What follows belongs to an exercise in optimizing a design on an open flow for small area, a short achievable clock period and few clock cycles per item; a production flow would make more cautious choices.
The RTL was checked by simulation tests, not by an equivalence proof against the original design.
Power and IR drop assume default switching activity.

--- design/flow/flow/run.sh ---
#!/bin/bash
# The standard layout (standard.sh) with two changes:
#  - the port buffers are plain buf_1 cells;
#  - synthesis maps the logic with the ABC script in flow/abc.script instead of
#    ORFS's speed script. Everything else in synthesis (synth_recipe.tcl) is kept.
# Each tool's output goes to the ORFS logs; make's own output goes to standard.log.
set -euo pipefail
W=$(pwd)
export BUFFER_PORTS_ARGS="-buffer_cell sky130_fd_sc_hd__buf_1"
export SETUP_MOVE_SEQUENCE=sizeup,swap
export SKIP_GATE_CLONING=1
export SKIP_LAST_GASP=1
export MY_ABC_SCRIPT="$W/flow/abc.script"
{ sed -n 1p synth_recipe.tcl; cat flow/abc_override.tcl; sed -n '2,$p' synth_recipe.tcl; } > synth_own.tcl
sed "s#SYNTH_SCRIPT=[^ ]*#SYNTH_SCRIPT=$W/synth_own.tcl#" standard.sh > standard_own.sh
bash standard_own.sh > standard.log 2>&1
--- design/flow/flow/abc.script ---
strash
&get -n
&dch -f
&nf -R 1000
&put
strash
&get -n
&dch -f
&nf -R 1000
&put
strash
&get -n
&dch -f
&nf -R 1000
&put
mfs3 -a
topo
stime -c
--- design/flow/flow/abc_override.tcl ---
# Run ABC with the script in MY_ABC_SCRIPT in place of the one ORFS chose.
proc abc {args} {
  set i [lsearch -exact $args -script]
  if { $i >= 0 } {
    set args [lreplace $args [expr {$i + 1}] [expr {$i + 1}] $::env(MY_ABC_SCRIPT)]
  }
  yosys abc {*}$args
}
--- design/flow/standard.sh ---
#!/bin/bash
# synth_recipe.tcl (not shown) runs the flow's synth.tcl, then flattens the netlist and writes it again
# the make line also repeats each setting of config.mk as NAME=value (left out here)
make -C /OpenROAD-flow-scripts/flow DESIGN_CONFIG=/design/flow/config.mk WORK_HOME=/design/flow/orfs CLKGATE_MAP_FILE= SYNTH_SCRIPT=/design/flow/synth_recipe.tcl "${@:-finish}"
--- design/flow/config.mk ---
export PLATFORM = sky130hd
export DESIGN_NAME = mdc
export DESIGN_NICKNAME = mdc
export VERILOG_FILES = /design/flow/design.v
export SDC_FILE = /design/flow/constraint.sdc
export NUM_CORES = 4
export LEC_CHECK = 0
export CAP_MARGIN = 20
export CORE_MARGIN = 2
export CORE_UTILIZATION = 40
export CTS_BUF_LIST = sky130_fd_sc_hd__clkbuf_4
export SETUP_SLACK_MARGIN = 1.2
export SLEW_MARGIN = 20
export TNS_END_PERCENT = 0
--- design/flow/constraint.sdc ---
create_clock -name core_clock -period 4.0 [get_ports {clk}]
set_input_delay 0.8000 -clock core_clock [delete_from_list [all_inputs] [get_ports {clk}]]
set_output_delay 0.8000 -clock core_clock [all_outputs]
set_load 0.01 [all_outputs]
--- design/flow/design.v ---
module mdc (clk, rst_n, start, A, B, out, done);
input clk, rst_n, start;
input [7:0] A, B;
output [7:0] out;
output done;
reg       busy;
reg [6:0] ah, bh;    
reg [2:0] k;
function [2:0] ctz8;
    input [7:0] v;
    begin
        casez (v)
            8'b???????1: ctz8 = 3'd0;
            8'b??????10: ctz8 = 3'd1;
            8'b?????100: ctz8 = 3'd2;
            8'b????1000: ctz8 = 3'd3;
            8'b???10000: ctz8 = 3'd4;
            8'b??100000: ctz8 = 3'd5;
            8'b?1000000: ctz8 = 3'd6;
            default:     ctz8 = 3'd7;
        endcase
    end
endfunction
function [6:0] oddh8;
    input [7:0] v;
    begin
        casez (v)
            8'b???????1: oddh8 = v[7:1];
            8'b??????10: oddh8 = {1'b0, v[7:2]};
            8'b?????100: oddh8 = {2'b0, v[7:3]};
            8'b????1000: oddh8 = {3'b0, v[7:4]};
            8'b???10000: oddh8 = {4'b0, v[7:5]};
            8'b??100000: oddh8 = {5'b0, v[7:6]};
            8'b?1000000: oddh8 = {6'b0, v[7]};
            default:     oddh8 = 7'd0;
        endcase
    end
endfunction
wire [7:0] d  = {1'b0, ah} - {1'b0, bh};
wire       lt = d[7];
wire [6:0] m  = d[7:1] ^ {7{lt}};
reg  [6:0] vh;
always @* begin
    casez (ah ^ bh)
        7'b??????1: vh = m;
        7'b?????10: vh = {1'b0, m[6:1]};
        7'b????100: vh = {2'b0, m[6:2]};
        7'b???1000: vh = {3'b0, m[6:3]};
        7'b??10000: vh = {4'b0, m[6:4]};
        7'b?100000: vh = {5'b0, m[6:5]};
        default:    vh = {6'b0, m[6]};
    endcase
end
wire       fin = (ah == bh) | (ah == 7'd0);
assign done = busy & fin;
assign out  = {ah, 1'b1} << k;
always @(posedge clk or negedge rst_n) begin
    if (!rst_n)
        busy <= 1'b0;
    else
        busy <= start | (busy & ~fin);
end
always @(posedge clk) begin
    if (start) begin
        bh <= oddh8(B);
        ah <= (oddh8(B) == 7'd0) ? 7'd0 : oddh8(A);
        k  <= ctz8(A | B);
    end else begin
        bh <= lt ? ah : bh;
        ah <= vh;
    end
end
endmodule
==> flow_metrics.tcl, run 1 <==
set metrics [dict create \
    outcome "finished clean" \
    cts_tree "yes" \
    overflow 0 \
    worst-path-buf-inv 2 \
    drive_above_1_share_pct 8.37 \
    grt_usage_pct 20.0 \
    ys_top_cells_by_area "edfxtp_1, dfxtp_1, nand2_1, ha_1, a21oi_1" \
    ys_ff_latch 18 \
    grt_max_degree 27 \
    required_ns 3.20 \
    max_clock_freq_mhz 375 \
    setup_tns_ns 0 \
    drc 0 \
    maxUsedRoutingLayer "met4" \
    fin_nets 279 \
    multi_input_area_um2 1270 \
    cts_hold_buf 0 \
    reg2reg_to "ah[0]$_DFF_P_" \
    postCtsSetupRepairBufs 0 \
    synth_ff_type "edfxtp_1" \
    cp_top_family "simple AND/OR/NAND/NOR gates" \
    ant_nets 0 \
    r2r_setup_slack_ns 1.34 \
    start_util_pct 41.5 \
    portBuffers 27 \
    rr_startpoint "ah[0]$_DFF_P_" \
    routed_wl_mm 4.43 \
    synthToLayoutAreaGrowth_pct 19.2 \
    die_w_um 68.4 \
    die_h_um 68.4 \
    slew_viol_final 0 \
    synth_area_um2 1660 \
    h-tree-depth 1 \
    period_minus_slack_ns 2.67 \
    worstPathMaxFanout 10 \
    pin_count 28 \
    final.period_utilization_pct 66.7 \
    path_class "reg2out" \
    crit_chain "inv_2 > ha_4 > nand4_1 > nand2b_4 > nor2_1 > a21oi_1 > nor2b_1 > clkbuf_2" \
    numCtsBuffers 3 \
    seq_area_um2 469 \
    hpwl_mm 3.30 \
    tightestPinTransition_ns 0.949 \
    vias 1768 \
    antennaDiodeCount 0 \
    fillers 414 \
    finalPower_mw 1.84 \
    met2_length_mm 2.10 \
    cp_slowest_cell "dfxtp_4" \
    clkLatencyLatePin_ns 0.30 \
    avgRoutedWirePerCell_um 14.7 \
    core_um2 4000 \
    synth_edf_count 10 \
    arrival_ns 1.87 \
    yosysWarnings 1 \
    via_per_inst 5.87 \
    drt_pass1_iterations 6 \
    fin_skew_ns 0.0101 \
    root_buffer "clkbuf_4" \
    layout_common_cells "nand2_1, buf_1, nor2_1" \
    final_common_cell "nand2_1" \
    clk_pin_slew_ns 0.12 \
    slew-limit-headroom_pct 36.7 \
    wirelength_met1_mm 2.06 \
    ff2ff_path_depth 12 \
    power_density_nw_per_um2 929 \
    ys_types 38 \
    hold_violations 0 \
    drt_iter0_markers 99 \
    slowest_delay_ns 0.41 \
    grt_pass1_vias 1534 \
    synth_top_cell_by_area "edfxtp_1" \
    syn-num-nets 247 \
    cts.sinks 18 \
    seq_area_frac_synth_pct 28.1 \
    maxCapViolCount 0 \
    end_kind "output pin" \
    rows 23 \
    setup_viol 0 \
    synth_top_area_share_pct 18.1 \
    place_congestion 0.852 \
    placed_cells 297 \
    min_path_type "in2async" \
    critPathLaunchType "register" \
    antenna_found_initial 0 \
    cellLeakagePower_nw 0.702 \
    grt_pass1_wl_mm 7.08 \
    syn_inst 220 \
    synthArstFlopShare_pct 5.56 \
    rsz0062_at_grt "true" \
    dieArea_um2 4680 \
    ir_worst_vdd_v 0.000330 \
    cts_max_path_buffers 2 \
    wl_met3_um 239 \
    syn_avg_cell_area_um2 7.54 \
    crit_start "ah[0]$_DFF_P_" \
    final_cells 301 \
]
-- metal layers --
layer	GRT usage [%]	vias to the layer above
li1	-	899
met1	28.2	804
met2	31.9	61
met3	2.30	4
met4	6.25	0
met5	0	-
-- synth_stat cells, types with 5 or more instances --
cell	n
nand2_1	30
xnor2_1	8
dfxtp_1	7
ha_1	7
a222oi_1	5
clkinv_1	12
nor3_1	16
a21oi_1	17
nor2_1	19
nand3_1	13
nor2b_1	7
nor4_1	5
o21ai_0	17
edfxtp_1	10
-- kinds of logic (layout without fill, tap and decap cells) --
logic type | count (synthesis) | after routing | share of synthesized area, %
adder cells (fa/ha/maj) | 8 | 8 | 6.49
AND/OR/NAND/NOR | 99 | 99 | 27.8
XOR/XNOR | 11 | 11 | 5.81
flip-flops | 18 | 18 | 28.1
buffers and inverters | 12 | 43 | 2.71
AO/OA/AOI/OAI | 70 | 70 | 28.0
multiplexers | 2 | 2 | 1.21
-- repair_timing --
action / 4_1_cts / 5_1_grt
resized for setup: 6 / 18
pin swaps: 0 / 6
endpoints found under the hold margin: 0 / 0
endpoints found under the setup margin: 6 / 7
-- metrics by stage --
stage                     utilization [%]  setup WS (ns)  instance area (µm²)  hold slack, ns
after global placement               45.6           1.05                 1820           0.452
final                                49.4           1.33                 1980           0.232
after CTS                            47.0           1.16                 1880           0.229
after detailed placement             45.6           1.01                 1820           0.460
after global routing                 49.4           1.11                 1980           0.221
after floorplan                         -           1.37                 1660           0.441
-- sequential cells by signal, indices dropped and copies added, names as in the netlist --
register and flops:
busy 1, k 3, bh 7, ah 7
-- how the worst max path moves through the flow --
| stage | endpoint | slack [ns] | cells past startpoint |
|---|---|---|---|
| 2_1_floorplan | ah[0]$_DFF_P_ | 1.37 | 11 |
| 3_3_place_gp | ah[0]$_DFF_P_ | 1.05 | 10 |
| 3_5_place_dp | ah[0]$_DFF_P_ | 1.01 | 10 |
| 4_1_cts | done | 1.16 | 7 |
| 5_1_grt | ah[1]$_DFF_P_ | 1.11 | 10 |
| 6_report | done | 1.33 | 8 |
-- report_power, final --
part / total (mW) / internal, mW / leakage, nW / switching, mW
Clock: 0.0979 / 0.0368 / 0.0181 / 0.0611
Sequential: 0.364 / 0.281 / 0.171 / 0.0837
Combinational: 1.37 / 0.597 / 0.513 / 0.776
-- worst register-to-register path, delay by kind of cell, from the launching register on --
| family | cells | cell delay (ns) |
|---|---|---|
| compound gates | 5 | 0.78 |
| fa+ha+maj | 2 | 0.47 |
| xor+xnor | 2 | 0.48 |
| buf+inv | 2 | 0.15 |
| simple gates | 1 | 0.27 |
| flops | 1 | 0.39 |
-- area by class of cell --
class	instances	area share, %
Multi-Input combinational cell	190	64.3
Sequential cell	18	23.7
Timing Repair Buffer	27	5.19
Tap cell	50	3.16
Inverter	12	2.28
Clock buffer	3	1.14
Clock inverter	1	0.190
Testbench counts, summed over its fixed seeds: cycles 9,100, items 2,400.
==> run 2, diff against run 1 <==
--- a/design/flow/config.mk
+++ b/design/flow/config.mk
@@ -11,3 +11,3 @@
 export CTS_BUF_LIST = sky130_fd_sc_hd__clkbuf_4
-export SETUP_SLACK_MARGIN = 1.2
+export SETUP_SLACK_MARGIN = 1.6
 export SLEW_MARGIN = 20
==> run 2 against run 1 <==
Sequential share of layout area is 0.62 points lower. Clock power fell by 3.0%. Clock-buffer cell count up 1. Combinational power grew about 10%. Synthesized area unchanged. Non-clock buffer count did not move. Worst hold slack better by 0.036 ns. Highest routed layer unchanged.
==> flow_metrics.tcl, run 2 <==
set metrics [dict create \
    drt_iter0_markers 126 \
    final_common_cell "nand2_1" \
    path_class "reg2reg" \
    die_w_um 68.4 \
    core_um2 4000 \
    ys_ff_latch 18 \
    pwr-share-clk_pct 4.8 \
    start_util_pct 41.5 \
    postCtsSetupRepairBufs 0 \
    arrival_ns 2.75 \
    seq_area_frac_synth_pct 28.1 \
    power_density_nw_per_um2 966 \
    synth_ff_type "edfxtp_1" \
    hpwl_mm 3.27 \
    via_per_inst 5.98 \
    grt_usage_pct 21.1 \
    hold_violations 0 \
    reg2reg_to "ah[0]$_DFF_P_" \
    h-tree-depth 1 \
    maxUsedRoutingLayer "met4" \
    synthToLayoutAreaGrowth_pct 22.7 \
    cp_top_family "compound AO/OA/AOI/OAI gates" \
    fillers 399 \
    synth_top_area_share_pct 18.1 \
    tightestPinTransition_ns 1.03 \
    antennaDiodeCount 0 \
    rr_startpoint "bh[2]$_DFFE_PP_" \
    drive_above_1_share_pct 12.4 \
    cp_slowest_cell "edfxtp_1" \
    clkLatencyLatePin_ns 0.28 \
    end_kind "register" \
    syn-num-nets 247 \
    period_minus_slack_ns 2.63 \
    cts_tree "yes" \
    pwr-share-comb_pct 76.6 \
    crit_chain "inv_2 > ha_4 > a21oi_1 > o21ai_2 > a21o_1 > a21oi_2 > o21ai_4 > xnor2_1 > o32ai_1 > nor4_1 > o21ai_0" \
    top_regs "ah: 7 flops, bh: 7 flops, k: 3 flops" \
    dieArea_um2 4680 \
    required_ns 4.12 \
    final_cells 301 \
    wirelength_met1_mm 2.01 \
    die_h_um 68.4 \
    layout_common_cells "nand2_1, buf_1, nor2_1" \
    drt_pass1_iterations 4 \
    placed_cells 297 \
    ys_types 38 \
    setup_tns_ns 0 \
    fin_skew_ns 0.0123 \
    synth_commonest_cells "nand2_1, nor2_1, a21oi_1, o21ai_0, nor3_1" \
    cellLeakagePower_nw 0.723 \
    drc 0 \
    worstPathMaxFanout 10 \
    critPathLaunchType "register" \
    met2_length_mm 2.25 \
    antenna_found_initial 0 \
    ys_top_cells_by_area "edfxtp_1, dfxtp_1, nand2_1, ha_1, a21oi_1" \
    outcome "finished clean" \
    yosysWarnings 1 \
    portBuffers 27 \
    synth_top_cell_by_area "edfxtp_1" \
    max_clock_freq_mhz 380 \
    maxCapViolCount 0 \
    seq_area_um2 470 \
    p_sw_mw 0.981 \
    slew_viol_final 0 \
    slew-limit-headroom_pct 31.4 \
    avgRoutedWirePerCell_um 14.9 \
    root_buffer "clkbuf_4" \
    seq_power_share_pct 18.5 \
    overflow 0 \
    ant_nets 0 \
    pin_count 28 \
    ff2ff_path_depth 11 \
    slowest_delay_ns 0.38 \
    clk_pin_slew_ns 0.09 \
    rows 23 \
    r2r_setup_slack_ns 1.37 \
    setup_viol 0 \
    grt_max_degree 27 \
    grt_pass1_vias 1614 \
    numCtsBuffers 3 \
    cts.sinks 18 \
    worst-path-buf-inv 1 \
    vias 1801 \
    final.period_utilization_pct 65.8 \
    syn_avg_cell_area_um2 7.54 \
    min_path_type "in2async" \
    internal-power_mw 0.986 \
    place_congestion 0.940 \
    fin_nets 279 \
    multi_input_area_um2 1320 \
    wl_met3_um 186 \
    rsz0062_at_grt "true" \
    routed_wl_mm 4.49 \
    grt_pass1_wl_mm 7.65 \
    cts_max_path_buffers 2 \
    syn_inst 220 \
    synth_edf_count 10 \
    synth_area_um2 1660 \
    synth.most_common_cell "nand2_1" \
    synthArstFlopShare_pct 5.56 \
    swShare_pct 49.9 \
    ir_worst_vdd_v 0.000332 \
]
==> run 2: cell counts after synthesis <==
Identical to the previous run, type by type.
==> run 2: per-layer routing <==
layer / global-route usage, % / up-vias
met5: 0 / -
met4: 6.25 / 0
met3: 1.15 / 4
met2: 35.8 / 53
met1: 28.8 / 837
li1: - / 907
==> run 2: how the worst max path moves through the flow <==
| stage | slack (ns) | from | cells after the start | to |
|---|---|---|---|---|
| after detailed placement | 1.04 | B[0] | 11 | ah[2]$_DFF_P_ |
| after CTS | 1.42 | bh[0]$_DFFE_PP_ | 7 | done |
| after global placement | 1.03 | B[0] | 11 | ah[2]$_DFF_P_ |
| final | 1.37 | bh[2]$_DFFE_PP_ | 11 | ah[0]$_DFF_P_ |
| after global routing | 1.24 | bh[2]$_DFFE_PP_ | 11 | ah[1]$_DFF_P_ |
| after floorplan | 1.63 | ah[0]$_DFF_P_ | 12 | ah[0]$_DFF_P_ |
==> run 2: power groups by stage <==
stage          clock network, mW  logic, mW  registers [mW]
3_5_place_dp                   0       1.18           0.350
4_1_cts                   0.0983       1.34           0.362
5_1_grt                    0.105       1.65           0.376
3_3_place_gp                   0       1.20           0.351
6_report                  0.0950       1.51           0.364
2_1_floorplan                  0      0.938           0.326
==> run 2: cell families after synthesis <==
family                     after synthesis  synth area share [%]
DFF                                     18                  28.1
buffers and inverters                   12                  2.71
muxes                                    2                  1.21
adders and majority gates                8                  6.49
xor gates and xnor gates                11                  5.81
AOI/OAI and AO/OA                       70                  28.0
and+or+nand+nor                         99                  27.8
==> run 2: layout make-up <==
type | count | area share, %
clock buffer | 4 | 1.48
inverter | 12 | 2.40
multi-input combinational | 190 | 64.8
sequential | 18 | 23.1
tap | 50 | 3.07
timing repair buffer | 27 | 5.10
==> run 2: timing repair <==
| item | CTS | global route |
|---|---|---|
| pin swaps | 8 | 9 |
| resized for setup | 23 | 11 |
| setup endpoints to repair | 20 | 22 |
| hold buffers | 0 | 0 |
==> run 2: through the flow <==
stage	total power, mW	hold WS [ns]	worst slack (ns)	utilization, %	area (µm²)
detailed placement	1.53	0.462	1.04	46.3	1850
global placement	1.55	0.453	1.03	46.3	1850
CTS	1.80	0.257	1.42	49.5	1980
global route	2.13	0.264	1.24	50.9	2040
finish	1.97	0.268	1.37	50.9	2040
floorplan	1.26	0.441	1.63	-	1690
==> run 3, diff against run 2 <==
--- a/design/flow/config.mk
+++ b/design/flow/config.mk
@@ -11,3 +11,3 @@
 export CTS_BUF_LIST = sky130_fd_sc_hd__clkbuf_4
-export SETUP_SLACK_MARGIN = 1.6
+export SETUP_SLACK_MARGIN = 1.9
 export SLEW_MARGIN = 20
==> run 3 against run 2 <==
Setup slack got worse by 0.0059 ns. Flip-flop and latch count did not move. Routed wire length decreased by 2.0%. Largest cell class unchanged.
==> flow_metrics.tcl, run 3 <==
set metrics [dict create \
    syn_inst 220 \
    vias 1762 \
    ff2ff_path_depth 12 \
    required_ns 3.20 \
    clkLatencyLatePin_ns 0.31 \
    pwr-share-clk_pct 6.1 \
    syn-num-nets 247 \
    ys_types 38 \
    antenna_found_initial 0 \
    syn_avg_cell_area_um2 7.54 \
    cts.sinks 18 \
    overflow 0 \
    drt_pass1_iterations 6 \
    min_path_type "in2async" \
    wl_met3_um 153 \
    slew_viol_final 0 \
    grt_max_degree 17 \
    clk_pin_slew_ns 0.11 \
    h-tree-depth 1 \
    critPathCapture "done" \
    grt_usage_pct 20.6 \
    cts_max_path_buffers 2 \
    postCtsSetupRepairBufs 0 \
    synthArstFlopShare_pct 5.56 \
    antennaDiodeCount 0 \
    critPathLaunchType "register" \
    seq_area_um2 469 \
    multi_input_area_um2 1270 \
    final_area_um2 1990 \
    core_um2 4000 \
    synth_ff_type "edfxtp_1" \
    fin_skew_ns 0.00353 \
    rows 23 \
    placed_area_um2 1930 \
    yosysWarnings 1 \
    reg2reg_to "ah[2]$_DFF_P_" \
    place_congestion 0.894 \
    maxUsedRoutingLayer "met4" \
    power_density_nw_per_um2 890 \
    final_common_cell "nand2_1" \
    avgRoutedWirePerCell_um 14.6 \
    drt_iter0_markers 125 \
    hold_violations 0 \
    synth.most_common_cell "nand2_1" \
    via_per_inst 5.83 \
    grt_pass1_vias 1601 \
    arrival_ns 1.84 \
    outcome "finished clean" \
    portBuffers 27 \
    internal-power_mw 0.883 \
    end_kind "output pin" \
    ys_ff_latch 18 \
    root_buffer "clkbuf_4" \
    setup_viol 0 \
    path_class "reg2out" \
    ir_worst_vdd_v 0.000320 \
    cellLeakagePower_nw 0.700 \
    rr_startpoint "ah[0]$_DFF_P_" \
    fillers 407 \
    pwr-share-comb_pct 73.1 \
    routed_wl_mm 4.40 \
    seq_area_frac_synth_pct 28.1 \
    dieArea_um2 4680 \
    met2_length_mm 2.06 \
    final.period_utilization_pct 65.9 \
    synth_edf_count 10 \
    drive_above_1_share_pct 9.52 \
    maxCapViolCount 0 \
    numCtsBuffers 3 \
    swShare_pct 50.2 \
    p_sw_mw 0.890 \
    cts_hold_buf 0 \
    die_h_um 68.4 \
    r2r_setup_slack_ns 1.45 \
    grt_pass1_wl_mm 7.42 \
    max_clock_freq_mhz 379 \
    synth_commonest_cells "nand2_1, nor2_1, a21oi_1, o21ai_0, nor3_1" \
    synth_top_cell_by_area "edfxtp_1" \
    pin_count 28 \
    drc 0 \
    die_w_um 68.4 \
    setup_tns_ns 0 \
    fin_nets 280 \
    rsz0062_at_grt "true" \
    synth_area_um2 1660 \
    tightestPinTransition_ns 0.618 \
    slew-limit-headroom_pct 58.8 \
    period_minus_slack_ns 2.64 \
    hpwl_mm 3.37 \
    ant_nets 0 \
    synth_top_area_share_pct 18.1 \
    start_util_pct 41.5 \
    seq_power_share_pct 20.7 \
    ys_top_cells_by_area "edfxtp_1, dfxtp_1, nand2_1, ha_1, a21oi_1" \
    worstPathMaxFanout 10 \
    wirelength_met1_mm 2.11 \
    synthToLayoutAreaGrowth_pct 20.1 \
    top_regs "ah: 7 flops, bh: 7 flops, k: 3 flops" \
    crit_start "ah[0]$_DFF_P_" \
    layout_common_cells "nand2_1, buf_1, nor2_1" \
    cts_tree "yes" \
]
## run 3: per-stage QoR
stage	power, mW	utilization (%)	hold WS, ns	setup WS (ns)	std cells
final	1.77	49.8	0.221	1.36	302
after global routing	1.93	49.8	0.225	1.23	302
after CTS	1.76	49.8	0.222	1.36	302
after detailed placement	1.62	48.2	0.460	1.19	298
after global placement	1.63	48.2	0.452	1.18	298
after floorplan	1.34	-	0.441	1.80	220
## run 3: power groups by stage
| stage | logic (mW) | registers (mW) | clock network (mW) |
|---|---|---|---|
| 6_report | 1.30 | 0.368 | 0.109 |
| 5_1_grt | 1.43 | 0.378 | 0.117 |
| 4_1_cts | 1.28 | 0.370 | 0.110 |
| 3_5_place_dp | 1.25 | 0.368 | 0 |
| 3_3_place_gp | 1.27 | 0.366 | 0 |
| 2_1_floorplan | 1.00 | 0.337 | 0 |
## run 3: routing by layer
layer | global-route usage [%] | vias up
met5 | 0 | -
met1 | 28.6 | 803
met3 | 1.81 | 7
met4 | 6.50 | 0
met2 | 33.7 | 44
li1 | - | 908
## run 3: area by class of cell
class	instances	share of cell area, %
Multi-Input combinational cell	190	63.7
Inverter	12	2.58
Timing Repair Buffer	28	5.53
Tap cell	50	3.14
Clock buffer	4	1.51
Sequential cell	18	23.6
## run 3: cell families (layout without fill, tap and decap cells)
group,after synthesis,in the layout,share of synthesized area [%]
and+or+nand+nor,99,99,27.8
AOI/OAI and AO/OA,70,70,28.0
DFF,18,18,28.1
buffers and inverters,12,44,2.71
xor gates and xnor gates,11,11,5.81
adders and majority gates,8,8,6.49
muxes,2,2,1.21
## run 3: what timing repair did
item,4_1_cts,5_1_grt
resized for setup,8,0
endpoints found under the setup margin,25,27
endpoints found under the hold margin,0,0
pin swaps,2,1
gates cloned,0,0
## run 3: worst max-delay path, cell delays in order (launching register included)
cell,delay (ns)
dfxtp_4,0.42
clkinv_4,0.06
ha_4,0.32
nand4_1,0.15
nand2b_4,0.18
nor2_2,0.09
a21oi_2,0.05
nor2b_1,0.12
buf_2,0.13
## run 3: worst min-delay path by stage
stage | endpoint | slack [ns] | cells past startpoint
after floorplan | busy$_DFF_PN0_ | 0.44 | 1
after global placement | busy$_DFF_PN0_ | 0.45 | 1
after detailed placement | busy$_DFF_PN0_ | 0.46 | 1
after CTS | busy$_DFF_PN0_ | 0.22 | 1
after global routing | busy$_DFF_PN0_ | 0.23 | 1
final | busy$_DFF_PN0_ | 0.22 | 1
==> run 4, diff against run 3 <==
==> design/flow/flow/abc.script (replaced) <==
strash
&get -n
&dch
&nf -R 1000
&put
topo
stime -c
--- a/design/flow/config.mk
+++ b/design/flow/config.mk
@@ -11,3 +11,3 @@
 export CTS_BUF_LIST = sky130_fd_sc_hd__clkbuf_4
-export SETUP_SLACK_MARGIN = 1.9
+export SETUP_SLACK_MARGIN = 1.4
 export SLEW_MARGIN = 20
==> run 4 against run 3 <==
Via count is 0.17% lower. Critical path depth is the same. Sequential share of layout area shrank 0.13 points. Non-clock buffer count unchanged. Cell count is 0.66% lower. Critical endpoint unchanged. Synthesized area grew 0.38%. Clock-buffer cell count fell by 1. Die area increased by 0.37%. Sequential power is 1% lower. Core utilization rose by 0.94 points. Register-to-register slack gained 0.06 ns. Critical path type unchanged.
==> flow_metrics.tcl, run 4 <==
set metrics [dict create \
    cellLeakagePower_nw 0.692 \
    reg2reg_to "ah[0]$_DFF_P_" \
    synth_top_cell_by_area "edfxtp_1" \
    setup_viol 0 \
    cts_max_path_buffers 2 \
    grt_pass1_vias 1441 \
    drc 0 \
    final_common_cell "nor2_1" \
    synth_top_area_share_pct 18.0 \
    fin_skew_ns 0.00153 \
    portBuffers 27 \
    overflow 0 \
    slew_viol_final 0 \
    slew-limit-headroom_pct 50.5 \
    arrival_ns 1.74 \
    dieArea_um2 4700 \
    grt_max_degree 19 \
    grt_pass1_wl_mm 6.98 \
    fin_nets 278 \
    maxCapViolCount 0 \
    place_congestion 0.819 \
    numCtsBuffers 3 \
    via_per_inst 5.86 \
    synth_area_um2 1670 \
    synthToLayoutAreaGrowth_pct 21.9 \
    pwr-share-clk_pct 4.8 \
    pwr-share-comb_pct 75.6 \
    ff2ff_path_depth 14 \
    postCtsSetupRepairBufs 0 \
    worst-path-buf-inv 2 \
    syn-num-nets 245 \
    rows 23 \
    rsz0062_at_grt "true" \
    end_kind "output pin" \
    r2r_setup_slack_ns 1.51 \
    power_density_nw_per_um2 915 \
    synth_edf_count 10 \
    synth.most_common_cell "nor2_1" \
    cp_top_family "flip-flops" \
    final_cells 300 \
    routed_wl_mm 4.29 \
    path_class "reg2out" \
    drt_pass1_iterations 4 \
    die_w_um 68.5 \
    crit_chain "ha_4 > nand3_4 > clkinv_1 > nand3_2 > nor2_1 > a21oi_1 > nor2b_1 > buf_2" \
    top_regs "ah: 7 flops, bh: 7 flops, k: 3 flops" \
    p_sw_mw 0.913 \
    ir_worst_vdd_v 0.000279 \
    internal-power_mw 0.943 \
    seq_area_frac_synth_pct 27.9 \
    cp.depth 8 \
    outcome "finished clean" \
    slowest_delay_ns 0.42 \
    antennaDiodeCount 0 \
    hpwl_mm 3.21 \
    clkLatencyLatePin_ns 0.29 \
    synth_ff_type "edfxtp_1" \
    setup_tns_ns 0 \
    seq_power_share_pct 19.6 \
    layout_common_cells "nor2_1, buf_1, nand2_1" \
    h-tree-depth 1 \
    placed_cells 296 \
    drt_iter0_markers 166 \
    core_um2 4000 \
    critPathCapture "done" \
    required_ns 3.20 \
    crit_start "bh[0]$_DFFE_PP_" \
    cp_slowest_cell "edfxtp_1" \
    rr_startpoint "ah[0]$_DFF_P_" \
    die_h_um 68.5 \
    cts_tree "yes" \
    final.period_utilization_pct 63.5 \
    synthArstFlopShare_pct 5.56 \
    yosysWarnings 1 \
    vias 1759 \
    avgRoutedWirePerCell_um 14.3 \
    max_clock_freq_mhz 394 \
    swShare_pct 49.2 \
    min_path_type "in2async" \
    hold_violations 0 \
    clk_pin_slew_ns 0.10 \
    grt_usage_pct 19.6 \
    critPathLaunchType "register" \
    ant_nets 0 \
    start_util_pct 41.6 \
    tightestPinTransition_ns 0.742 \
    pin_count 28 \
    period_minus_slack_ns 2.54 \
    worstPathMaxFanout 10 \
    synth_commonest_cells "nor2_1, a21oi_1, nand2_1" \
    syn_avg_cell_area_um2 7.64 \
    drive_above_1_share_pct 12.4 \
    ys_types 43 \
    antenna_found_initial 0 \
    syn_inst 218 \
    ys_top_cells_by_area "edfxtp_1, dfxtp_1, nor2_1, a21oi_1, nand2_1" \
    ys_ff_latch 18 \
    cts.sinks 18 \
    root_buffer "clkbuf_4" \
]
==> run 4: changes by cell type after synthesis, moves of 3 or more <==
cell and delta:
nor2_1 +15, o21ai_0 -9, nand3_1 -8, a21oi_1 +7, nor3_1 -7, o22ai_1 +7, nand2_1 -6, and3_1 -3
nor4_1 -3
==> run 4: timing repair <==
action	in CTS	in global routing
hold buffers	0	0
pin swaps	1	5
gates resized for setup	8	31
endpoints found under the setup margin	6	19
==> run 4: cells by family after synthesis <==
logic type,share of synthesized area (%)
XOR/XNOR,5.78
flip-flops,27.9
multiplexers,1.88
buffers and inverters,2.25
AND/OR/NAND/NOR,27.3
AO/OA/AOI/OAI,28.4
adder cells (fa/ha/maj),6.46
==> run 4: worst min-delay path by stage <==
stage                     cells past startpoint  slack [ns]            from        endpoint
after CTS                                     1        0.24           rst_n  busy$_DFF_PN0_
final                                         1        0.25           rst_n  busy$_DFF_PN0_
after detailed placement                      1        0.46  busy$_DFF_PN0_  busy$_DFF_PN0_
after floorplan                               1        0.44  busy$_DFF_PN0_  busy$_DFF_PN0_
after global routing                          1        0.23           rst_n  busy$_DFF_PN0_
after global placement                        1        0.45  busy$_DFF_PN0_  busy$_DFF_PN0_
==> run 4: final cells by class <==
| type | instances | area (µm²) |
|---|---|---|
| Sequential cell | 18 | 475 |
| Clock buffer | 3 | 22.5 |
| Inverter | 10 | 40.0 |
| Timing Repair Buffer | 28 | 110 |
| Multi-Input combinational cell | 190 | 1320 |
| Clock inverter | 1 | 3.75 |
| Tap cell | 50 | 62.6 |
| Fill cell | 388 | 1970 |
==> run 4: through the flow <==
stage          util (%)  setup WS (ns)  cell area [µm²]  hold slack [ns]  total power [mW]
2_1_floorplan         -           1.52             1670            0.441              1.19
3_3_place_gp       46.1           1.12             1840            0.455              1.46
3_5_place_dp       46.1           1.04             1840            0.458              1.44
4_1_cts            47.7           1.34             1910            0.243              1.60
5_1_grt            50.7           1.35             2030            0.230              2.02
6_report           50.7           1.46             2030            0.252              1.86
==> run 4: worst reg2reg max path, cell delays in order (launching register included) <==
cell and delay (ns):
dfxtp_4 0.38, inv_4 0.07, ha_4 0.13, clkinv_1 0.07, fa_2 0.35, nand3_1 0.08, nand2_1 0.09, nand3_1 0.09
nand2_1 0.12, xor2_4 0.20, xnor2_4 0.18, or3_1 0.36, o31ai_1 0.07, nor3_1 0.09, o22ai_1 0.14
==> run 4: routing by layer <==
| metal | up-vias | wire length (µm) | GRT usage (%) | share of wire [%] |
|---|---|---|---|---|
| li1 | 896 | - | - | - |
| met1 | 814 | 2080 | 28.1 | 48 |
| met2 | 49 | 2080 | 32.0 | 48 |
| met3 | 0 | 133 | 0.974 | 3.1 |
| met4 | 0 | 0 | 5.25 | 0 |
| met5 | - | 0 | 0 | 0 |
==> run 4: power groups by stage <==
stage	clock [mW]	combinational [mW]	sequential [mW]
finish	0.0898	1.40	0.364
global route	0.105	1.54	0.375
CTS	0.0929	1.16	0.352
detailed placement	0	1.09	0.351
global placement	0	1.11	0.349
floorplan	0	0.870	0.322
==> run 5, diff against run 4 <==
==> design/flow/flow/abc.script (replaced) <==
strash
&get -n
&dch -f
&nf -R 1000
&put
strash
&get -n
&dch -f
&nf -R 1000
&put
strash
&get -n
&dch -f
&nf -R 1000
&put
topo
stime -c
==> run 5 against run 4 <==
Synthesized area up 0.38%. Total power down 3.1%. Combinational power down 5%. Cell count up 1.7%. Fmax down 8.1%. Critical path type unchanged. Highest routed layer is now met4.
==> flow_metrics.tcl, run 5 <==
set metrics [dict create \
    outcome "finished clean" \
    final.period_utilization_pct 69.1 \
    finalPower_mw 1.80 \
    drt_pass1_iterations 4 \
    die_h_um 68.6 \
    hold_violations 0 \
    h-tree-depth 1 \
    placed_area_um2 1840 \
    grt_max_degree 27 \
    postCtsSetupRepairBufs 0 \
    max_clock_freq_mhz 362 \
    use_met1_pct 28.0 \
    utilization_pct 49.7 \
    ys_types 38 \
    fin_skew_ns 0.0198 \
    cts.sinks 18 \
    syn_inst 223 \
    grt.busiest_layer "met2" \
    period_minus_slack_ns 2.77 \
    critPathLaunchType "register" \
    core_um2 4000 \
    multi_input_area_um2 1270 \
    pin_count 28 \
    grt_usage_pct 19.9 \
    required_ns 3.20 \
    ys_ff_latch 18 \
    layout_common_cells "nand2_1, buf_1, nor2_1" \
    final_common_cell "nand2_1" \
    yosysWarnings 1 \
    synth_edf_count 10 \
    synth_area_um2 1670 \
    seq_area_frac_synth_pct 27.8 \
    placed_cells 301 \
    synth_commonest_cells "nand2_1, nor2_1, o21ai_0" \
    rows 23 \
    drc 0 \
    root_buffer "clkbuf_4" \
    synth_top_cell_by_area "edfxtp_1" \
    via_per_inst 5.77 \
    top_regs "ah: 7 flops, bh: 7 flops, k: 3 flops" \
    cellLeakagePower_nw 0.678 \
    syn_avg_cell_area_um2 7.50 \
    fin_nets 283 \
    final_cells 305 \
    setup_tns_ns 0 \
    avgRoutedWirePerCell_um 14.3 \
    final_area_um2 1990 \
    maxCapViolCount 0 \
    drt_iter0_markers 184 \
    cts_max_path_buffers 2 \
    numCtsBuffers 3 \
    synth_ff_type "edfxtp_1" \
    antennaDiodeCount 0 \
    place_congestion 0.877 \
    vias 1760 \
    ir_worst_vdd_v 0.000343 \
    ys_top_cells_by_area "edfxtp_1, dfxtp_1, nand2_1, o21ai_0, ha_1" \
    slew_viol_final 0 \
    routed_wl_mm 4.36 \
    globalRouteMet2Util_pct 33.7 \
    cts_tree "yes" \
    synth.most_common_cell "nand2_1" \
    clk_pin_slew_ns 0.11 \
    rsz0062_at_grt "true" \
    grt_pass1_wl_mm 7.22 \
    arrival_ns 1.97 \
    hpwl_mm 3.26 \
    dieArea_um2 4710 \
    ant_nets 0 \
    fillers 403 \
    cts_hold_buf 0 \
    start_util_pct 41.8 \
    end_kind "output pin" \
    path_class "reg2out" \
    overflow 0 \
    synth_top_area_share_pct 18.0 \
    setup_viol 0 \
    tightestPinTransition_ns 0.612 \
    synthArstFlopShare_pct 5.56 \
    seq_area_um2 469 \
    synthToLayoutAreaGrowth_pct 18.9 \
    power_density_nw_per_um2 905 \
    grt_pass1_vias 1510 \
    gr-usage-met3_pct 0.974 \
    portBuffers 27 \
    antenna_found_initial 0 \
    drive_above_1_share_pct 8.63 \
    syn-num-nets 250 \
    worstPathMaxFanout 10 \
    min_path_type "in2async" \
    slew-limit-headroom_pct 58.8 \
    die_w_um 68.6 \
    clkLatencyLatePin_ns 0.30 \
]
run 5: critical path: stages (launching register included):
cell	delay, ns
edfxtp_1	0.46
ha_4	0.35
nand4_1	0.15
or2_1	0.27
nor2_2	0.13
a21oi_2	0.06
nor2b_1	0.11
buf_2	0.13
run 5: logic make-up (layout without fill, tap and decap cells):
kind of cell    Yosys count  in the layout  synth area share [%]
compound gates           70             70                  27.5
xor+xnor                 11             11                  5.76
fa+ha+maj                 8              8                  6.44
buf+inv                  12             44                  2.69
flops                    18             18                  27.8
mux                       2              2                  1.20
simple gates            102            102                  28.5
run 5: layer usage:
layer	wire (µm)	part of all wire (%)	vias to the layer above
met5	0	0	-
met4	31	0.71	0
met3	170	3.9	2
met2	2050	47	43
met1	2100	48	793
li1	-	-	922
run 5: what timing repair did:
| action | 4_1_cts | 5_1_grt |
|---|---|---|
| endpoints found under the setup margin | 14 | 11 |
| pin swaps | 7 | 7 |
| gates cloned | 0 | 0 |
| resized for setup | 21 | 5 |
run 5: per-stage QoR:
stage,hold WS (ns),worst slack [ns]
after floorplan,0.441,1.44
after global placement,0.452,0.888
after detailed placement,0.459,0.874
after CTS,0.251,1.23
after global routing,0.239,1.15
final,0.261,1.23
run 5: final cells by class:
cell class	count	area share, %
Clock buffer	4	1.51
Inverter	12	2.39
Multi-Input combinational cell	193	63.8
Sequential cell	18	23.6
Tap cell	50	3.15
Timing Repair Buffer	28	5.54
run 5: worst paths after layout:
path / startpoint / endpoint / slack, ns / cells after the start
max in group asynchronous: rst_n / busy$_DFF_PN0_ / 3.64 / 1
hold / removal: rst_n / busy$_DFF_PN0_ / 0.26 / 1
setup / recovery: bh[0]$_DFFE_PP_ / done / 1.23 / 7
hold reg to reg: busy$_DFF_PN0_ / busy$_DFF_PN0_ / 0.47 / 1
min in group core_clock: busy$_DFF_PN0_ / busy$_DFF_PN0_ / 0.47 / 1
setup reg to reg: bh[0]$_DFFE_PP_ / ah[0]$_DFF_P_ / 1.33 / 11
run 5: where the power goes:
group          internal (mW)  switching (mW)
Combinational          0.567           0.759
Clock                 0.0456          0.0561
Sequential             0.281          0.0895
Total                  0.894           0.905
==> run 6, diff against run 5 <==
--- a/design/flow/flow/abc.script
+++ b/design/flow/flow/abc.script
@@ -1 +1,11 @@
+strash
+&get -n
+&dch -f
+&nf -R 1000
+&put
+strash
+&get -n
+&dch -f
+&nf -R 1000
+&put
 strash
==> run 6 against run 5 <==
Largest cell class unchanged. Routed wire length rose by 5.2%. Largest power group unchanged. Die area barely moved. Clock-buffer cell count fell by 1. Still clean on timing, DRC and antenna.
==> flow_metrics.tcl, run 6 <==
set metrics [dict create \
    fin_nets 288 \
    cts_tree "yes" \
    syn_avg_cell_area_um2 7.34 \
    cts_max_path_buffers 2 \
    portBuffers 27 \
    required_ns 3.20 \
    slew_viol_final 0 \
    critPathLaunchType "register" \
    die_w_um 68.7 \
    cellLeakagePower_nw 0.693 \
    min_path_type "in2async" \
    rows 23 \
    pin_count 28 \
    grt_max_degree 20 \
    drt_iter0_markers 229 \
    start_util_pct 41.8 \
    antenna_found_initial 0 \
    avgRoutedWirePerCell_um 14.8 \
    dieArea_um2 4720 \
    hold_violations 0 \
    synthToLayoutAreaGrowth_pct 19.2 \
    rsz0062_at_grt "true" \
    syn-num-nets 255 \
    fin_skew_ns 0.00438 \
    power_density_nw_per_um2 929 \
    synth_ff_type "edfxtp_1" \
    ys_types 37 \
    seq_power_share_pct 19.4 \
    synth_top_area_share_pct 18.0 \
    worstPathMaxFanout 10 \
    finalPower_mw 1.85 \
    die_h_um 68.7 \
    seq_area_um2 469 \
    overflow 0 \
    crit_top_cell "nor2_4" \
    end_kind "output pin" \
    layout_common_cells "nand2_1, buf_1, nor2_1" \
    cp_slowest_cell "edfxtp_1" \
    synth.most_common_cell "nand2_1" \
    numCtsBuffers 3 \
    arrival_ns 1.83 \
    period_minus_slack_ns 2.63 \
    drc 0 \
    synth_commonest_cells "nand2_1, nor2_1, o21ai_0" \
    pwr-share-clk_pct 5.4 \
    hold_ws_ns 0.232 \
    final_common_cell "nand2_1" \
    fillers 411 \
    h-tree-depth 1 \
    multi_input_area_um2 1250 \
    max_clock_freq_mhz 380 \
    seq_area_frac_synth_pct 27.8 \
    utilization_pct 49.9 \
    synth_area_um2 1670 \
    place_congestion 0.905 \
    yosysWarnings 1 \
    ys_ff_latch 18 \
    p_sw_mw 0.968 \
    final.period_utilization_pct 65.9 \
    setup_tns_ns 0 \
    vias 1856 \
    maxCapViolCount 0 \
    grt_pass1_wl_mm 7.42 \
    drt_pass1_iterations 4 \
    crit_chain "ha_4 > clkinv_4 > nor2_4 > nand3_2 > nor2_4 > a21oi_2 > nor2b_1 > buf_2" \
    hpwl_mm 3.40 \
    routed_wl_mm 4.58 \
    antennaDiodeCount 0 \
    cts_hold_buf 0 \
    clk_pin_slew_ns 0.11 \
    clkLatencyLatePin_ns 0.31 \
    pwr-share-comb_pct 75.2 \
    outcome "finished clean" \
    top_regs "ah: 7 flops, bh: 7 flops, k: 3 flops" \
    grt_pass1_vias 1546 \
    cts.sinks 18 \
    slew-limit-headroom_pct 63.2 \
    synth_edf_count 10 \
    via_per_inst 5.99 \
    root_buffer "clkbuf_4" \
    slowest_delay_ns 0.43 \
    syn_inst 228 \
    ant_nets 0 \
    grt_usage_pct 20.8 \
    synthArstFlopShare_pct 5.56 \
    swShare_pct 52.2 \
    path_class "reg2out" \
    drive_above_1_share_pct 9.23 \
    ir_worst_vdd_v 0.000363 \
    setup_viol 0 \
    internal-power_mw 0.885 \
    synth_top_cell_by_area "edfxtp_1" \
    ys_top_cells_by_area "edfxtp_1, dfxtp_1, nand2_1, o21ai_0, a21oi_1" \
    core_um2 4000 \
    tightestPinTransition_ns 0.548 \
]
run 6: logic make-up (layout without fill, tap and decap cells):
logic type	after synthesis	in the layout	synth area share [%]
AND/OR/NAND/NOR	96	96	26.3
AO/OA/AOI/OAI	77	77	29.2
flip-flops	18	18	27.8
buffers and inverters	17	49	3.81
XOR/XNOR	11	11	5.76
adder cells (fa/ha/maj)	8	8	6.43
multiplexers	1	1	0.673
run 6: layout make-up:
cell class                 instances  area share (%)
multi-input combinational        193            62.7
sequential                        18            23.5
timing repair buffer              28            5.52
inverter                          17            3.83
tap                               50            3.14
clock buffer                       3            1.13
clock inverter                     1           0.188
run 6: metal layers:
layer | share of wire, % | track usage, % | routed length, µm
met5 | 0 | 0 | 0
met4 | 1.7 | 8.50 | 79
met3 | 5.1 | 1.79 | 236
met2 | 46 | 32.1 | 2120
met1 | 47 | 29.7 | 2150
run 6: worst max-delay path, delay by kind of cell, from the launching register on:
family | cells | cell delay [ns]
flops | 1 | 0.43
buf+inv | 2 | 0.21
compound gates | 1 | 0.05
simple gates | 4 | 0.47
fa+ha+maj | 1 | 0.36
run 6: stage by stage:
stage	std cells	area, µm²	worst slack [ns]
5_1_grt	310	1990	1.25
3_5_place_dp	306	1840	0.906
2_1_floorplan	228	1670	1.44
3_3_place_gp	306	1840	0.919
6_report	310	1990	1.37
4_1_cts	310	1980	1.38
run 6: timing repair:
item                                    4_1_cts  5_1_grt
endpoints found under the setup margin       14       11
pin swaps                                     5        7
resized for setup                            26        7
buffers inserted                              0        0
run 6: final timing paths:
path	from	endpoint	depth (start not counted)	slack (ns)
max	bh[0]$_DFFE_PP_	done	8	1.37
min	rst_n	busy$_DFF_PN0_	1	0.23
max reg2reg	ah[0]$_DFF_P_	ah[0]$_DFF_P_	12	1.44
min reg2reg	busy$_DFF_PN0_	busy$_DFF_PN0_	1	0.48
max in group asynchronous	rst_n	busy$_DFF_PN0_	1	3.67
min in group core_clock	busy$_DFF_PN0_	busy$_DFF_PN0_	1	0.48
run 6: power groups by stage:
| stage | Combinational, mW | Clock [mW] | Sequential, mW |
|---|---|---|---|
| finish | 1.39 | 0.0992 | 0.360 |
| global route | 1.53 | 0.106 | 0.370 |
| CTS | 1.32 | 0.0974 | 0.359 |
| detailed placement | 1.16 | 0 | 0.347 |
| global placement | 1.16 | 0 | 0.349 |
| floorplan | 0.912 | 0 | 0.325 |
==> run 7, diff against run 6 <==
==> design/flow/flow/abc.script (replaced) <==
strash
&get -n
&dch -f
&nf -R 1000
&put
strash
&get -n
&dch -f
&nf -R 1000
&put
strash
&get -n
&dch -f
&nf -R 1000
&put
mfs3 -a
topo
stime -c
--- a/design/flow/config.mk
+++ b/design/flow/config.mk
@@ -11,3 +11,3 @@
 export CTS_BUF_LIST = sky130_fd_sc_hd__clkbuf_4
-export SETUP_SLACK_MARGIN = 1.4
+export SETUP_SLACK_MARGIN = 1.5
 export SLEW_MARGIN = 20
==> run 7 against run 6 <==
Still clean. Clock skew about the same. Worst hold slack improved by 0.018 ns. Combinational power about the same. Global-route usage is 0.28 points higher. Cell count shrank 2.6%. Critical endpoint unchanged. Highest routed layer unchanged.
==> flow_metrics.tcl, run 7 <==
set metrics [dict create \
    start_util_pct 41.5 \
    slew-limit-headroom_pct 62.4 \
    synth_edf_count 10 \
    pin_count 28 \
    overflow 0 \
    place_congestion 0.866 \
    seq_power_share_pct 19.9 \
    ys_ff_latch 18 \
    drive_above_1_share_pct 11.1 \
    synth.most_common_cell "nand2_1" \
    clkLatencyLatePin_ns 0.29 \
    core_um2 4000 \
    ys_top_cells_by_area "edfxtp_1, dfxtp_1, nand2_1, ha_1, a21oi_1" \
    seq_area_frac_synth_pct 28.1 \
    final.period_utilization_pct 64.8 \
    slew_viol_final 0 \
    fin_nets 280 \
    syn_avg_cell_area_um2 7.54 \
    portBuffers 27 \
    worstPathMaxFanout 10 \
    cts.sinks 18 \
    via_per_inst 5.91 \
    wirelength_met1_mm 2.07 \
    required_ns 3.20 \
    grt_pass1_wl_mm 7.47 \
    cts_hold_buf 0 \
    ir_worst_vdd_v 0.000392 \
    fillers 403 \
    die_h_um 68.4 \
    setup_tns_ns 0 \
    synth_area_um2 1660 \
    crit_start "bh[0]$_DFFE_PP_" \
    drt_iter0_markers 86 \
    critPathLaunchType "register" \
    finalPower_mw 1.83 \
    tightestPinTransition_ns 0.559 \
    syn-num-nets 247 \
    synth_top_cell_by_area "edfxtp_1" \
    synth_commonest_cells "nand2_1, nor2_1, a21oi_1, o21ai_0, nor3_1" \
    root_buffer "clkbuf_4" \
    period_minus_slack_ns 2.59 \
    synthArstFlopShare_pct 5.56 \
    postCtsSetupRepairBufs 0 \
    syn_inst 220 \
    p_sw_mw 0.922 \
    cellLeakagePower_nw 0.709 \
    min_path_type "in2async" \
    ant_nets 0 \
    top_regs "ah: 7 flops, bh: 7 flops, k: 3 flops" \
    power_density_nw_per_um2 917 \
    hold_ws_ns 0.250 \
    end_kind "output pin" \
    vias 1785 \
    avgRoutedWirePerCell_um 15.1 \
    ys_types 38 \
    maxUsedRoutingLayer "met4" \
    final_common_cell "nand2_1" \
    path_class "reg2out" \
    clk_pin_slew_ns 0.10 \
    maxCapViolCount 0 \
    routed_wl_mm 4.55 \
    antennaDiodeCount 0 \
    hpwl_mm 3.43 \
    pwr-share-comb_pct 75.1 \
    rsz0062_at_grt "true" \
    wl_met3_um 250 \
    max_clock_freq_mhz 386 \
    drt_pass1_iterations 4 \
    numCtsBuffers 3 \
    grt_pass1_vias 1600 \
    swShare_pct 50.5 \
    dieArea_um2 4680 \
    outcome "finished clean" \
    pwr-share-clk_pct 5.0 \
    die_w_um 68.4 \
    layout_common_cells "nand2_1, buf_1, nor2_1" \
    internal-power_mw 0.904 \
    pre_cts_ws_ns 1.17 \
    grt_usage_pct 21.1 \
    rows 23 \
    synth_top_area_share_pct 18.1 \
    cts_tree "yes" \
    antenna_found_initial 0 \
    yosysWarnings 1 \
    drc 0 \
    synthToLayoutAreaGrowth_pct 20.1 \
    hold_violations 0 \
    rr_startpoint "bh[2]$_DFFE_PP_" \
    met2_length_mm 2.18 \
    grt_max_degree 27 \
    h-tree-depth 1 \
    fin_skew_ns 0.00484 \
    setup_viol 0 \
    arrival_ns 1.79 \
    synth_ff_type "edfxtp_1" \
    cts_max_path_buffers 2 \
    finalWorstSetupSlack_ns 1.41 \
]
## run 7: cell count changes after synthesis, sizes merged, moves of 3 or more
cell,before,now
nor3,11,16
nand3,10,13
o21ai,22,17
a22oi,5,2
clkinv,17,12
nor2,23,19
## run 7: worst paths after layout
kind                                   to  slack [ns]  cells after the start
max                                  done        1.41                      7
min                        busy$_DFF_PN0_        0.25                      1
max reg2reg                 ah[0]$_DFF_P_        1.48                     11
min reg2reg                busy$_DFF_PN0_        0.48                      1
max in group asynchronous  busy$_DFF_PN0_        3.65                      1
min in group core_clock    busy$_DFF_PN0_        0.48                      1
## run 7: critical path: stages, from the launching register on
cell and delay [ns]:
edfxtp_1 0.43, ha_4 0.36, nand4_1 0.14, nand2b_4 0.19, nor2_4 0.08, a21oi_2 0.05, nor2b_1 0.11, buf_2 0.14
## run 7: area by class of cell
type	count	area (µm²)	share of cell area [%]
clock buffer	3	22.5	1.13
inverter	12	46.3	2.32
timing repair buffer	28	111	5.59
sequential	18	473	23.7
clock inverter	1	3.75	0.188
tap	50	62.6	3.14
multi-input combinational	190	1270	63.9
## run 7: per-stage QoR
step                util (%)  cell area, µm²  std cells
floorplan                  -            1660        220
global placement        45.9            1830        298
detailed placement      45.9            1830        298
CTS                     48.7            1950        302
global route            49.8            1990        302
finish                  49.8            1990        302
## run 7: power groups by stage
stage	clock, mW	sequential, mW	combinational (mW)
floorplan	0	0.326	0.883
global placement	0	0.351	1.14
detailed placement	0	0.351	1.13
CTS	0.0947	0.357	1.26
global route	0.102	0.374	1.49
finish	0.0917	0.364	1.37
## run 7: cell families (layout without fill, tap and decap cells)
logic type,after synthesis,in the layout,share of synthesized area (%)
adder cells (fa/ha/maj),8,8,6.49
AO/OA/AOI/OAI,70,70,28.0
multiplexers,2,2,1.21
XOR/XNOR,11,11,5.81
flip-flops,18,18,28.1
buffers and inverters,12,44,2.71
AND/OR/NAND/NOR,99,99,27.8
## run 7: layer usage
metal	up-vias	track usage, %
met4	0	6.25
met5	-	0
met3	7	2.14
li1	905	-
met2	54	35.2
met1	819	28.5
## run 7: repair_timing
action	CTS	global route
setup endpoints to repair	10	21
pin swaps	2	7
gates resized for setup	17	15
==> run 8, diff against run 7 <==
--- a/design/flow/config.mk
+++ b/design/flow/config.mk
@@ -9,5 +9,5 @@
 export CORE_MARGIN = 2
-export CORE_UTILIZATION = 40
+export CORE_UTILIZATION = 65
 export CTS_BUF_LIST = sky130_fd_sc_hd__clkbuf_4
-export SETUP_SLACK_MARGIN = 1.5
+export SETUP_SLACK_MARGIN = 1.4
 export SLEW_MARGIN = 20
==> run 8 against run 7 <==
Setup slack worse by 0.069 ns. Critical path type unchanged. Routed wire length increased by 2.5%. Flip-flop and latch count unchanged. Still clean. Global-route usage grew 11 points. Design area down 1.1%.
==> flow_metrics.tcl, run 8 <==
set metrics [dict create \
    final_area_um2 1970 \
    synthArstFlopShare_pct 5.56 \
    vias 1899 \
    synth_top_family_by_area "compound AO/OA/AOI/OAI gates" \
    required_ns 3.20 \
    clkLatencyLatePin_ns 0.29 \
    utilization_pct 80.2 \
    synth_compound_area_share_pct 28.0 \
    yosys.area_share.adder_pct 6.49 \
    r2r_setup_slack_ns 1.40 \
    grt_usage_pct 32.5 \
    power_density_nw_per_um2 968 \
    synth_top_area_share_pct 18.1 \
    portBuffers 27 \
    overflow 0 \
    maxCapViolCount 0 \
    synth_ff_type "edfxtp_1" \
    avgRoutedWirePerCell_um 16.6 \
    rsz0062_at_grt "true" \
    seq_area_um2 470 \
    numCtsBuffers 3 \
    final.period_utilization_pct 66.5 \
    ys_ff_latch 18 \
    period_minus_slack_ns 2.66 \
    drt_iter0_markers 117 \
    fillers 175 \
    synthSimpleGateAreaFrac_pct 27.8 \
    syn_avg_cell_area_um2 7.54 \
    fin_nets 279 \
    finalWorstSetupSlack_ns 1.34 \
    drc 0 \
    via_per_inst 6.76 \
    grt_pass1_vias 1618 \
    core_um2 2450 \
    outcome "finished clean" \
    syn_inst 220 \
    ys_types 38 \
    ir_worst_vdd_v 0.00119 \
    routed_wl_mm 4.67 \
    min_path_type "in2async" \
    placed_area_um2 1800 \
    synthXorXnorAreaFrac_pct 5.81 \
    cts_max_path_buffers 2 \
    final_common_cell "nand2_1" \
    antennaDiodeCount 0 \
    worstPathMaxFanout 10 \
    cts.sinks 18 \
    hold_ws_ns 0.246 \
    cellLeakagePower_nw 0.709 \
    ant_nets 0 \
    pre_cts_ws_ns 1.17 \
    grt_pass1_wl_mm 6.98 \
    root_buffer "clkbuf_4" \
    clk_pin_slew_ns 0.10 \
    fin_skew_ns 0.00420 \
    path_class "reg2out" \
    tightestPinTransition_ns 0.927 \
    yosysWarnings 1 \
    cts_tree "yes" \
    ys_top_cells_by_area "edfxtp_1, dfxtp_1, nand2_1, ha_1, a21oi_1" \
    max_clock_freq_mhz 376 \
    end_kind "output pin" \
    grt_max_degree 27 \
    start_util_pct 67.6 \
    place_congestion 0.852 \
    rows 18 \
    synth_top_cell_by_area "edfxtp_1" \
    drive_above_1_share_pct 10.4 \
    synthToLayoutAreaGrowth_pct 18.7 \
    layout_common_cells "nand2_1, buf_1, nor2_1" \
    synth_commonest_cells "nand2_1, nor2_1, a21oi_1, o21ai_0, nor3_1" \
    critPathLaunchType "register" \
    syn-num-nets 247 \
    setup_viol 0 \
    synth_edf_count 10 \
    seq_area_frac_synth_pct 28.1 \
    die_w_um 54.5 \
    synth_area_um2 1660 \
    drt_pass1_iterations 9 \
    postCtsSetupRepairBufs 0 \
    slew_viol_final 0 \
    arrival_ns 1.86 \
    dieArea_um2 2970 \
    pin_count 28 \
    hold_violations 0 \
    hpwl_mm 3.34 \
    synth.area.mux_share_pct 1.21 \
    setup_tns_ns 0 \
    slew-limit-headroom_pct 38.2 \
    die_h_um 54.5 \
    top_regs "ah: 7 flops, bh: 7 flops, k: 3 flops" \
    antenna_found_initial 0 \
    synth.most_common_cell "nand2_1" \
    h-tree-depth 1 \
    cts_hold_buf 0 \
    multi_input_area_um2 1280 \
]
[run 8: cell counts after synthesis]
Identical to the previous run, type by type.
[run 8: critical path, stage by stage, from the launching register on]
cell and delay [ns]:
edfxtp_1 0.43, ha_4 0.35, nand4_1 0.18, nand2b_4 0.21, nor2_4 0.09, a21oi_2 0.05
nor2b_1 0.12, buf_2 0.13
[run 8: power by group]
group	internal, mW	switching (mW)
Sequential	0.282	0.0816
Clock	0.0368	0.0538
Combinational	0.605	0.848
[run 8: final timing paths]
path / from / cells after the start / to
setup / recovery: bh[0]$_DFFE_PP_ / 7 / done
hold / removal: rst_n / 1 / busy$_DFF_PN0_
setup reg to reg: ah[0]$_DFF_P_ / 12 / ah[2]$_DFF_P_
hold reg to reg: busy$_DFF_PN0_ / 1 / busy$_DFF_PN0_
max in group asynchronous: rst_n / 1 / busy$_DFF_PN0_
min in group core_clock: busy$_DFF_PN0_ / 1 / busy$_DFF_PN0_
[run 8: metrics by stage]
stage | cells | total power [mW]
after floorplan | 220 | 1.21
after global placement | 277 | 1.43
after detailed placement | 277 | 1.48
after CTS | 281 | 1.70
after global routing | 281 | 2.03
final | 281 | 1.91
[run 8: layout make-up]
class                      instances  share of cell area [%]
tap                               30                    1.91
clock buffer                       3                    1.14
multi-input combinational        190                    65.2
clock inverter                     1                   0.191
timing repair buffer              27                    5.27
sequential                        18                    23.9
inverter                          12                    2.41
[run 8: kinds of logic after synthesis]
| family | Yosys count |
|---|---|
| flops | 18 |
| simple gates | 99 |
| buf+inv | 12 |
| fa+ha+maj | 8 |
| mux | 2 |
| xor+xnor | 11 |
| compound gates | 70 |
[run 8: routing by layer]
| metal | share of wire (%) | wire (µm) | global-route usage [%] |
|---|---|---|---|
| met5 | 0 | 0 | 0 |
| met4 | 2.4 | 114 | 16.7 |
| met3 | 5.4 | 252 | 1.64 |
| met2 | 51 | 2370 | 58.0 |
| met1 | 41 | 1930 | 39.2 |
[run 8: timing repair]
| action | CTS | global route |
|---|---|---|
| endpoints found under the hold margin | 0 | 0 |
| gates resized for setup | 17 | 13 |
| pin swaps | 2 | 7 |
| setup endpoints to repair | 6 | 11 |
==> run 9, diff against run 8 <==
--- a/design/flow/config.mk
+++ b/design/flow/config.mk
@@ -9,4 +9,5 @@
 export CORE_MARGIN = 2
-export CORE_UTILIZATION = 65
+export CORE_UTILIZATION = 40
 export CTS_BUF_LIST = sky130_fd_sc_hd__clkbuf_4
+export PLACE_DENSITY = 0.8
 export SETUP_SLACK_MARGIN = 1.4
==> run 9 against run 8 <==
Highest routed layer unchanged. Largest cell class unchanged. Total power increased by 2.9%. Sequential share of layout area decreased by 0.57 points. Still clean. Critical path depth unchanged.
==> flow_metrics.tcl, run 9 <==
set metrics [dict create \
    outcome "finished clean" \
    drt_iter0_markers 142 \
    synthToLayoutAreaGrowth_pct 21.9 \
    h-tree-depth 1 \
    antennaDiodeCount 0 \
    dieArea_um2 4680 \
    worstPathMaxFanout 10 \
    root_buffer "clkbuf_4" \
    ff2ff_path_depth 10 \
    cts_tree "yes" \
    end_kind "output pin" \
    ant_nets 0 \
    hold_ws_ns 0.249 \
    routed_wl_mm 4.65 \
    grt_usage_pct 21.1 \
    synth_top_family_by_area "compound AO/OA/AOI/OAI gates" \
    synth.most_common_cell "nand2_1" \
    power_density_nw_per_um2 970 \
    synth_compound_area_share_pct 28.0 \
    pin_count 28 \
    clk_pin_slew_ns 0.10 \
    rr_startpoint "ah[2]$_DFF_P_" \
    synth_edf_count 10 \
    fin_nets 279 \
    max_clock_freq_mhz 375 \
    swShare_pct 51.2 \
    r2r_setup_slack_ns 1.37 \
    slew_viol_final 0 \
    arrival_ns 1.87 \
    antenna_found_initial 0 \
    final_common_cell "nand2_1" \
    grt_max_degree 27 \
    synth_ff_type "edfxtp_1" \
    rsz0062_at_grt "true" \
    place_congestion 0.967 \
    pre_cts_ws_ns 1.17 \
    synthXorXnorAreaFrac_pct 5.81 \
    yosysWarnings 1 \
    setup_tns_ns 0 \
    die_h_um 68.4 \
    fin_skew_ns 0.00743 \
    cts_max_path_buffers 2 \
    synth_top_cell_by_area "edfxtp_1" \
    cts.sinks 18 \
    drc 0 \
    final.period_utilization_pct 66.6 \
    grt_pass1_wl_mm 7.43 \
    ir_worst_vdd_v 0.000471 \
    syn-num-nets 247 \
    fillers 400 \
    internal-power_mw 0.958 \
    drt_pass1_iterations 5 \
    die_w_um 68.4 \
    tightestPinTransition_ns 0.998 \
    synth_top_area_share_pct 18.1 \
    ys_top_cells_by_area "edfxtp_1, dfxtp_1, nand2_1, ha_1, a21oi_1" \
    core_um2 4000 \
    syn_inst 220 \
    ys_types 38 \
    synth_area_um2 1660 \
    avgRoutedWirePerCell_um 15.5 \
    synth.area.mux_share_pct 1.21 \
    portBuffers 27 \
    hold_violations 0 \
    period_minus_slack_ns 2.67 \
    reg2reg_to "ah[0]$_DFF_P_" \
    syn_avg_cell_area_um2 7.54 \
    path_class "reg2out" \
    grt_pass1_vias 1589 \
    required_ns 3.20 \
    vias 1836 \
    finalPower_mw 1.96 \
    synthSimpleGateAreaFrac_pct 27.8 \
    maxCapViolCount 0 \
    synthArstFlopShare_pct 5.56 \
    top_regs "ah: 7 flops, bh: 7 flops, k: 3 flops" \
    ys_ff_latch 18 \
    setup_viol 0 \
    critPathLaunchType "register" \
    seq_power_share_pct 18.9 \
    cellLeakagePower_nw 0.719 \
    start_util_pct 41.5 \
    drive_above_1_share_pct 12.4 \
    layout_common_cells "nand2_1, buf_1, nor2_1" \
    synth_commonest_cells "nand2_1, nor2_1, a21oi_1, o21ai_0, nor3_1" \
    p_sw_mw 1.00 \
    seq_area_frac_synth_pct 28.1 \
    numCtsBuffers 3 \
    pwr-share-clk_pct 4.7 \
    pwr-share-comb_pct 76.4 \
    slew-limit-headroom_pct 33.4 \
    cts_hold_buf 0 \
    yosys.area_share.adder_pct 6.49 \
    overflow 0 \
    hpwl_mm 3.15 \
    via_per_inst 6.10 \
    min_path_type "in2async" \
    rows 23 \
    finalWorstSetupSlack_ns 1.33 \
    clkLatencyLatePin_ns 0.30 \
]
## run 9: worst max-delay path by stage
stage,endpoint,slack (ns),startpoint,cells after the start
finish,done,1.33,bh[0]$_DFFE_PP_,7
global placement,ah[5]$_DFF_P_,1.21,B[0],11
CTS,done,1.38,bh[0]$_DFFE_PP_,7
global route,ah[0]$_DFF_P_,1.20,ah[0]$_DFF_P_,12
detailed placement,ah[0]$_DFF_P_,1.17,bh[2]$_DFFE_PP_,11
floorplan,ah[0]$_DFF_P_,1.54,bh[2]$_DFFE_PP_,11
## run 9: per-stage QoR
step | cells | instance area [µm²] | util (%)
2_1_floorplan | 220 | 1660 | -
3_3_place_gp | 297 | 1830 | 45.7
3_5_place_dp | 297 | 1830 | 45.7
4_1_cts | 301 | 1960 | 49.0
5_1_grt | 301 | 2020 | 50.6
6_report | 301 | 2020 | 50.6
## run 9: cells by family (layout without fill, tap and decap cells)
logic type                 count (synthesis)  count (layout)
xor gates and xnor gates                  11              11
adders and majority gates                  8               8
DFF                                       18              18
muxes                                      2               2
AOI/OAI and AO/OA                         70              70
and+or+nand+nor                           99              99
buffers and inverters                     12              43
## run 9: power by group through the flow
stage               logic (mW)  clock network [mW]  registers (mW)
finish                    1.50              0.0925           0.371
global route              1.63               0.109           0.379
CTS                       1.27              0.0942           0.368
detailed placement        1.10                   0           0.353
global placement          1.10                   0           0.350
floorplan                0.883                   0           0.326
## run 9: layout make-up
type | count | area [µm²] | area share, %
sequential | 18 | 472 | 23.3
clock buffer | 3 | 22.5 | 1.11
tap | 50 | 62.6 | 3.09
inverter | 12 | 50.0 | 2.47
timing repair buffer | 27 | 104 | 5.13
clock inverter | 1 | 3.75 | 0.186
multi-input combinational | 190 | 1310 | 64.7
## run 9: worst max-delay path: stages (launching register included)
cell and delay, ns:
edfxtp_1 0.44, ha_4 0.35, nand4_1 0.17, nand2b_4 0.20, nor2_4 0.09, a21oi_2 0.06, nor2b_1 0.12, buf_2 0.13
## run 9: timing repair
action | CTS | global route
pin swaps | 4 | 7
endpoints found under the setup margin | 6 | 13
gates resized for setup | 23 | 13
buffers inserted | 0 | 0
## run 9: layer usage
metal  vias up  routed length, µm  GRT usage, %
met3        15                260          3.13
met1       846               2060          29.0
met5         -                  0             0
met4         0                150          10.5
met2        73               2180          32.0
li1        902                  -             -

## separate check: timing with driven ports
Ports are ideal in the flow. The routed layouts listed here were re-timed in OpenROAD. Step 1: set_driving_cell puts a clkbuf_16 on clk and a buf_2 on each other input, an assumption about the parent block. Step 2 adds t to the input delays and takes it off the output delays; t is the mean of the earliest and latest rising clock arrival at the registers after step 1. Input paths then give back, and output paths get back, about the clock's delay inside the block. Three values: ideal, step 1, step 2; two values: the first two.
| run | t (ns) | setup slack, ns | worst setup path at the end | latest minus earliest clock arrival (ns) | worst data-port slew with drivers (ns) |
|---|---|---|---|---|---|
| run 1 | 0.316 | 1.330 / 1.309 / 1.159 | input to register | 0.011 / 0.010 | 0.03 |
| run 2 | 0.298 | 1.368 / 1.368 / 1.273 | input to register | 0.012 / 0.013 | 0.03 |
| run 3 | 0.329 | 1.362 / 1.345 / 1.183 | input to register | 0.004 / 0.004 | 0.03 |
| run 4 | 0.306 | 1.460 / 1.440 / 1.381 | input to register | 0.001 / 0.001 | 0.03 |
| run 5 | 0.312 | 1.235 / 1.213 / 1.179 | input to register | 0.020 / 0.020 | 0.03 |
| run 6 | 0.329 | 1.365 / 1.340 / 1.245 | input to register | 0.005 / 0.004 | 0.03 |
| run 7 | 0.311 | 1.407 / 1.386 / 1.264 | input to register | 0.005 / 0.005 | 0.03 |
| run 8 | 0.311 | 1.338 / 1.318 / 1.248 | input to register | 0.005 / 0.004 | 0.03 |
| run 9 | 0.317 | 1.335 / 1.313 / 1.289 | input to register | 0.007 / 0.007 | 0.03 |
After both steps setup and hold are still met in every run listed. The setup slack of run 3, which loses most, moves by -0.017 ns with the drivers and by -0.179 ns with both steps.
